What follows belongs to an exercise in optimizing a design on an open flow for small area; a production flow would make more cautious choices. The RTL was checked by simulation tests, not by an equivalence proof against the original design.

==> job 5214 <==
Design foc_top, start of the top module:
module foc_top #(
    parameter              INIT_CYCLES  = 4000,      
    parameter logic        ANGLE_INV    = 1'b0,
    parameter logic [ 7:0] POLE_PAIR    = 8'd14,
    parameter logic [ 8:0] MAX_AMP      = 9'd384,
    parameter logic [ 8:0] SAMPLE_DELAY = 9'd120,
    parameter logic [23:0] Kp           = 24'd5169,
    parameter logic [23:0] Ki           = 24'd3
) (
    input  wire               rstn,
    input  wire               clk,
    input  wire        [11:0] phi,
    output wire               sn_adc,
    input  wire               en_adc,
    input  wire        [11:0] adc_a, adc_b, adc_c,
    output wire               pwm_en,
    output wire               pwm_a,
    output wire               pwm_b,
    output wire               pwm_c,
    output wire               en_idq,
    output wire signed [15:0] id,
    output wire signed [15:0] iq,
    input  wire signed [15:0] id_aim,
    input  wire signed [15:0] iq_aim,
    output reg                init_done
);
function integer bits_for(input integer v);
    integer n;
    begin
        n = 1;
        while ((1 << n) <= v) n = n + 1;
        bits_for = n;
    end
endfunction
localparam CW = bits_for(INIT_CYCLES);
reg  [CW-1:0] init_cnt;
reg  [  11:0] init_phi;
function automatic [32:0] rca (input [31:0] a, input [31:0] b, input ci);
    integer i;
    reg c;
    begin
        c = ci;
        for (i = 0; i < 32; i = i + 1) begin
            rca[i] = a[i] ^ b[i] ^ c;
            c = (a[i] & b[i]) | (a[i] & c) | (b[i] & c);
        end
        rca[32] = c;
    end
endfunction
wire [  32:0] dphi_w  = ANGLE_INV ? rca({20'd0, init_phi}, {20'd0, ~phi}, 1'b1) : rca({20'd0, phi}, {20'd0, ~init_phi}, 1'b1);
wire [  11:0] dphi    = dphi_w[11:0];
wire [  11:0] psi_nxt;                                  
generate if (POLE_PAIR == 8'd14) begin : g_pp14
  ...
Settings: LEC_CHECK=0, ABC_AREA=1, CAP_MARGIN=20, CELL_PAD_IN_SITES_DETAIL_PLACEMENT=1, CELL_PAD_IN_SITES_GLOBAL_PLACEMENT=1, CORE_MARGIN=2, CORE_UTILIZATION=25, PLACE_DENSITY=0.4, SLEW_MARGIN=20, SYNTH_MEMORY_MAX_BITS=131072; clock period 16.0 ns.
standard.sh (not shown) runs the stock make flow with config.mk's settings and CLKGATE_MAP_FILE= SYNTH_SCRIPT=/design/flow/synth_recipe.tcl, a recipe that flattens the netlist after the stock synthesis.
==> flow/flow/run.sh <==
#!/bin/bash
# Layout: the standard ORFS flow (standard.sh), plus two netlist passes between synthesis
# and floorplan. flow/polarity.py lets full adders work on complemented values where that
# saves inverters (a full adder is self-dual) and drops the synthesis buffers (placement
# repair adds the buffers the layout needs); flow/resyn.sh then re-maps the remaining
# combinational cells with ABC for area. Registers, full and half adders are not touched.
set -euo pipefail
R=orfs/results/${FLOW_PLATFORM}/foc_top/base
LIB=${FLOW_HOME}/platforms/sky130hd/lib/sky130_fd_sc_hd__tt_025C_1v80.lib
bash standard.sh synth > synth.log 2>&1
cp "$R/1_2_yosys.v" 1_2_yosys.standard.v
python3 flow/polarity.py 1_2_yosys.standard.v 1_2_yosys.polarity.v --buffers > polarity.log 2>&1
bash flow/resyn.sh 1_2_yosys.polarity.v "$R/1_2_yosys.v" "$LIB" > resyn.log 2>&1
touch "$R/1_2_yosys.v"
bash standard.sh > layout.log 2>&1
==> flow/flow/resyn.sh <==
#!/bin/bash
# resyn.sh IN.v OUT.v LIB: re-map the combinational cells of a mapped netlist with ABC
# (area mapping), keeping every register, full adder, half adder and tie cell as it is.
set -euo pipefail
IN=$1; OUT=$2; LIB=$3
KEEP=$(grep -o 'sky130_fd_sc_hd__[a-z0-9_]*' "$IN" | sort -u | grep -E '__(fa|ha)_|__(e|s)?df|__dl|__conb' | tr '\n' ' ')
DONT=""
for c in probe_p_8 probec_p_8 lpflow_bleeder_1 lpflow_clkbufkapwr_1 lpflow_clkbufkapwr_16 lpflow_clkbufkapwr_2 \
         lpflow_clkbufkapwr_4 lpflow_clkbufkapwr_8 lpflow_clkinvkapwr_1 lpflow_clkinvkapwr_16 lpflow_clkinvkapwr_2 \
         lpflow_clkinvkapwr_4 lpflow_clkinvkapwr_8 lpflow_decapkapwr_12 lpflow_decapkapwr_3 lpflow_decapkapwr_4 \
         lpflow_decapkapwr_6 lpflow_decapkapwr_8 lpflow_inputiso0n_1 lpflow_inputiso0p_1 lpflow_inputiso1n_1 \
         lpflow_inputiso1p_1 lpflow_inputisolatch_1 lpflow_isobufsrc_1 lpflow_isobufsrc_16 lpflow_isobufsrc_2 \
         lpflow_isobufsrc_4 lpflow_isobufsrc_8 lpflow_isobufsrckapwr_16 lpflow_lsbuf_lh_hl_isowell_tap_1 \
         lpflow_lsbuf_lh_hl_isowell_tap_2 lpflow_lsbuf_lh_hl_isowell_tap_4 lpflow_lsbuf_lh_isowell_4 \
         lpflow_lsbuf_lh_isowell_tap_1 lpflow_lsbuf_lh_isowell_tap_2 lpflow_lsbuf_lh_isowell_tap_4; do
    DONT="$DONT -dont_use sky130_fd_sc_hd__$c"
done
cat > resyn.ys <<EOT
read_liberty -ignore_miss_func $LIB
read_verilog $IN
hierarchy -top foc_top
blackbox $KEEP
flatten
opt_clean
abc -liberty $LIB $DONT -script +strash;dch;map,-a;topo
opt_clean
hierarchy -top foc_top
stat -liberty $LIB
write_verilog -noattr -nohex -nodec $OUT
EOT
yosys -s resyn.ys
Other scripts of this flow, unchanged in this note and not shown: flow/flow/polarity.py
==> inputs of job 8844, as changes to job 5214 <==
--- a/flow/flow/resyn.sh
+++ b/flow/flow/resyn.sh
@@ -24,3 +24,3 @@
 opt_clean
-abc -liberty $LIB $DONT -script +strash;dch;map,-a;topo
+abc -liberty $LIB $DONT -script +strash;dch,-f;map,-a;strash;dch,-f;map,-a;topo
 opt_clean
Settings changed: CTS_BUF_LIST set to sky130_fd_sc_hd__clkbuf_8.
==> inputs of job 3743, as changes to job 5214 <==
==> flow/flow/run.sh (replaced) <==
#!/bin/bash
# Layout: the standard ORFS flow (standard.sh), plus one netlist pass between synthesis
# and floorplan: flow/polarity.py lets full adders work on complemented values where that
# saves inverters (a full adder is self-dual), and drops the synthesis buffers (the
# placement repair adds the buffers the layout needs). Registers are not touched.
set -euo pipefail
R=orfs/results/${FLOW_PLATFORM}/foc_top/base
bash standard.sh synth > synth.log 2>&1
cp "$R/1_2_yosys.v" 1_2_yosys.standard.v
python3 flow/polarity.py 1_2_yosys.standard.v "$R/1_2_yosys.v" --buffers > polarity.log 2>&1
touch "$R/1_2_yosys.v"
bash standard.sh > layout.log 2>&1
Settings changed: CTS_BUF_LIST set to sky130_fd_sc_hd__clkbuf_8, GPL_TIMING_DRIVEN set to 0.
removed: flow/flow/resyn.sh
==> flow_results.xml <==
<?xml version="1.0" encoding="UTF-8"?>
<metrics>
  <group name="outcome">
    <metric name="status" unit="">finished clean</metric>
  </group>
  <group name="drt">
    <metric name="wirelength" unit="µm">355000</metric>
    <metric name="dr.first_iter.drc_count" unit="">4437</metric>
  </group>
  <group name="grt">
    <metric name="grtUsageTotal" unit="">0.231</metric>
    <metric name="initial_antenna_violation_count" unit="">7</metric>
  </group>
  <group name="sta">
    <metric name="tightestPinTransition" unit="ns">1.19</metric>
    <metric name="final.min_clock_period" unit="ns">15.26</metric>
  </group>
  <group name="final_layout">
    <metric name="antennaDiodeCount" unit="">6</metric>
    <metric name="sh_seq_area" unit="">0.182</metric>
    <metric name="num-nets-final" unit="">10600</metric>
    <metric name="layout.cells.most_common" unit="">sky130_fd_sc_hd__clkinv_1</metric>
    <metric name="multi_input_gates" unit="">6183</metric>
  </group>
  <group name="floorplan">
    <metric name="floorplan.initialDensity" unit="">0.251</metric>
    <metric name="fp.dieW" unit="µm">553</metric>
  </group>
  <group name="synthesis">
    <metric name="synthesis.area" unit="µm²">75200</metric>
  </group>
  <group name="setup_path">
    <metric name="crit_start" unit="">park_tr_i.s3b[1]</metric>
    <metric name="timing.reg2reg.setup_slack" unit="ns">0.74</metric>
  </group>
</metrics>
(the above is from job 8844)
==> flow_results.xml <==
<?xml version="1.0" encoding="UTF-8"?>
<metrics>
  <group name="outcome">
    <metric name="status" unit="">finished clean</metric>
  </group>
  <group name="final_layout">
    <metric name="antennaDiodeCount" unit="">8</metric>
    <metric name="multi_input_gates" unit="">6528</metric>
    <metric name="sh_seq_area" unit="">0.179</metric>
    <metric name="num-nets-final" unit="">10900</metric>
  </group>
  <group name="floorplan">
    <metric name="floorplan.initialDensity" unit="">0.251</metric>
  </group>
  <group name="setup_path">
    <metric name="timing.reg2reg.setup_slack" unit="ns">0.52</metric>
    <metric name="crit_start" unit="">park_tr_i.s3a[5]</metric>
  </group>
  <group name="grt">
    <metric name="initial_antenna_violation_count" unit="">8</metric>
    <metric name="grtUsageTotal" unit="">0.225</metric>
  </group>
  <group name="synthesis">
    <metric name="synthesis.area" unit="µm²">77000</metric>
  </group>
  <group name="sta">
    <metric name="tightestPinTransition" unit="ns">1.25</metric>
  </group>
</metrics>
(the above is from job 3743)
==> flow_results.xml <==
<?xml version="1.0" encoding="UTF-8"?>
<metrics>
  <group name="grt">
    <metric name="initial_antenna_violation_count" unit="">8</metric>
    <metric name="grtUsageTotal" unit="">0.235</metric>
  </group>
  <group name="floorplan">
    <metric name="fp.dieW" unit="µm">554</metric>
    <metric name="floorplan.initialDensity" unit="">0.252</metric>
  </group>
  <group name="final_layout">
    <metric name="layout.cells.most_common" unit="">sky130_fd_sc_hd__clkinv_1</metric>
    <metric name="sh_seq_area" unit="">0.181</metric>
    <metric name="num-nets-final" unit="">10600</metric>
    <metric name="post-route-cell-area" unit="µm²">87100</metric>
    <metric name="final-clk-cell-share" unit="">0.0342</metric>
    <metric name="antennaDiodeCount" unit="">10</metric>
  </group>
  <group name="sta">
    <metric name="tightestPinTransition" unit="ns">1.30</metric>
  </group>
  <group name="drt">
    <metric name="dr.first_iter.drc_count" unit="">4846</metric>
    <metric name="wirelength" unit="µm">363000</metric>
  </group>
  <group name="setup_path">
    <metric name="timing.reg2reg.setup_slack" unit="ns">0.61</metric>
    <metric name="cp_slowest_cell" unit="">sky130_fd_sc_hd__fa_1</metric>
    <metric name="crit_start" unit="">park_tr_i.s3b[1]</metric>
  </group>
  <group name="cts">
    <metric name="cts_num_sinks" unit="">615</metric>
    <metric name="post_cts_hold_buffer_count" unit="">0</metric>
  </group>
  <group name="outcome">
    <metric name="status" unit="">finished clean</metric>
  </group>
</metrics>
(the above is from job 5214)

-- separate check: timing with driven ports --
How much do the figures lean on ideal ports? The routed layouts below were timed once more, with nothing changed but the port constraints. Step 1 sets driving cells, clkbuf_16 on the clock port and buf_2 on the other inputs (assumed; they add their load-dependent delay and slew). Step 2 adds t to the input delays and takes it off the output delays; t is the mean of the earliest and latest rising clock arrival at the registers after step 1. Input paths then give back, and output paths get back, about the clock's delay inside the block. Slacks: no drivers / after step 1 / after step 2; pairs: no drivers / after step 1.
| run | t (ns) | setup slack, ns | worst slew at a driven data input, ns | pins driven straight from the clock port |
|---|---|---|---|---|
| job 5214 | 0.918 | 0.606 / 0.606 / 0.606 | 0.06 | 1 |
| job 8844 | 1.035 | 0.739 / 0.739 / 0.739 | 0.06 | 1 |
| job 3743 | 1.020 | 0.524 / 0.524 / 0.524 | 0.05 | 1 |
After both steps every run listed still meets setup and hold.
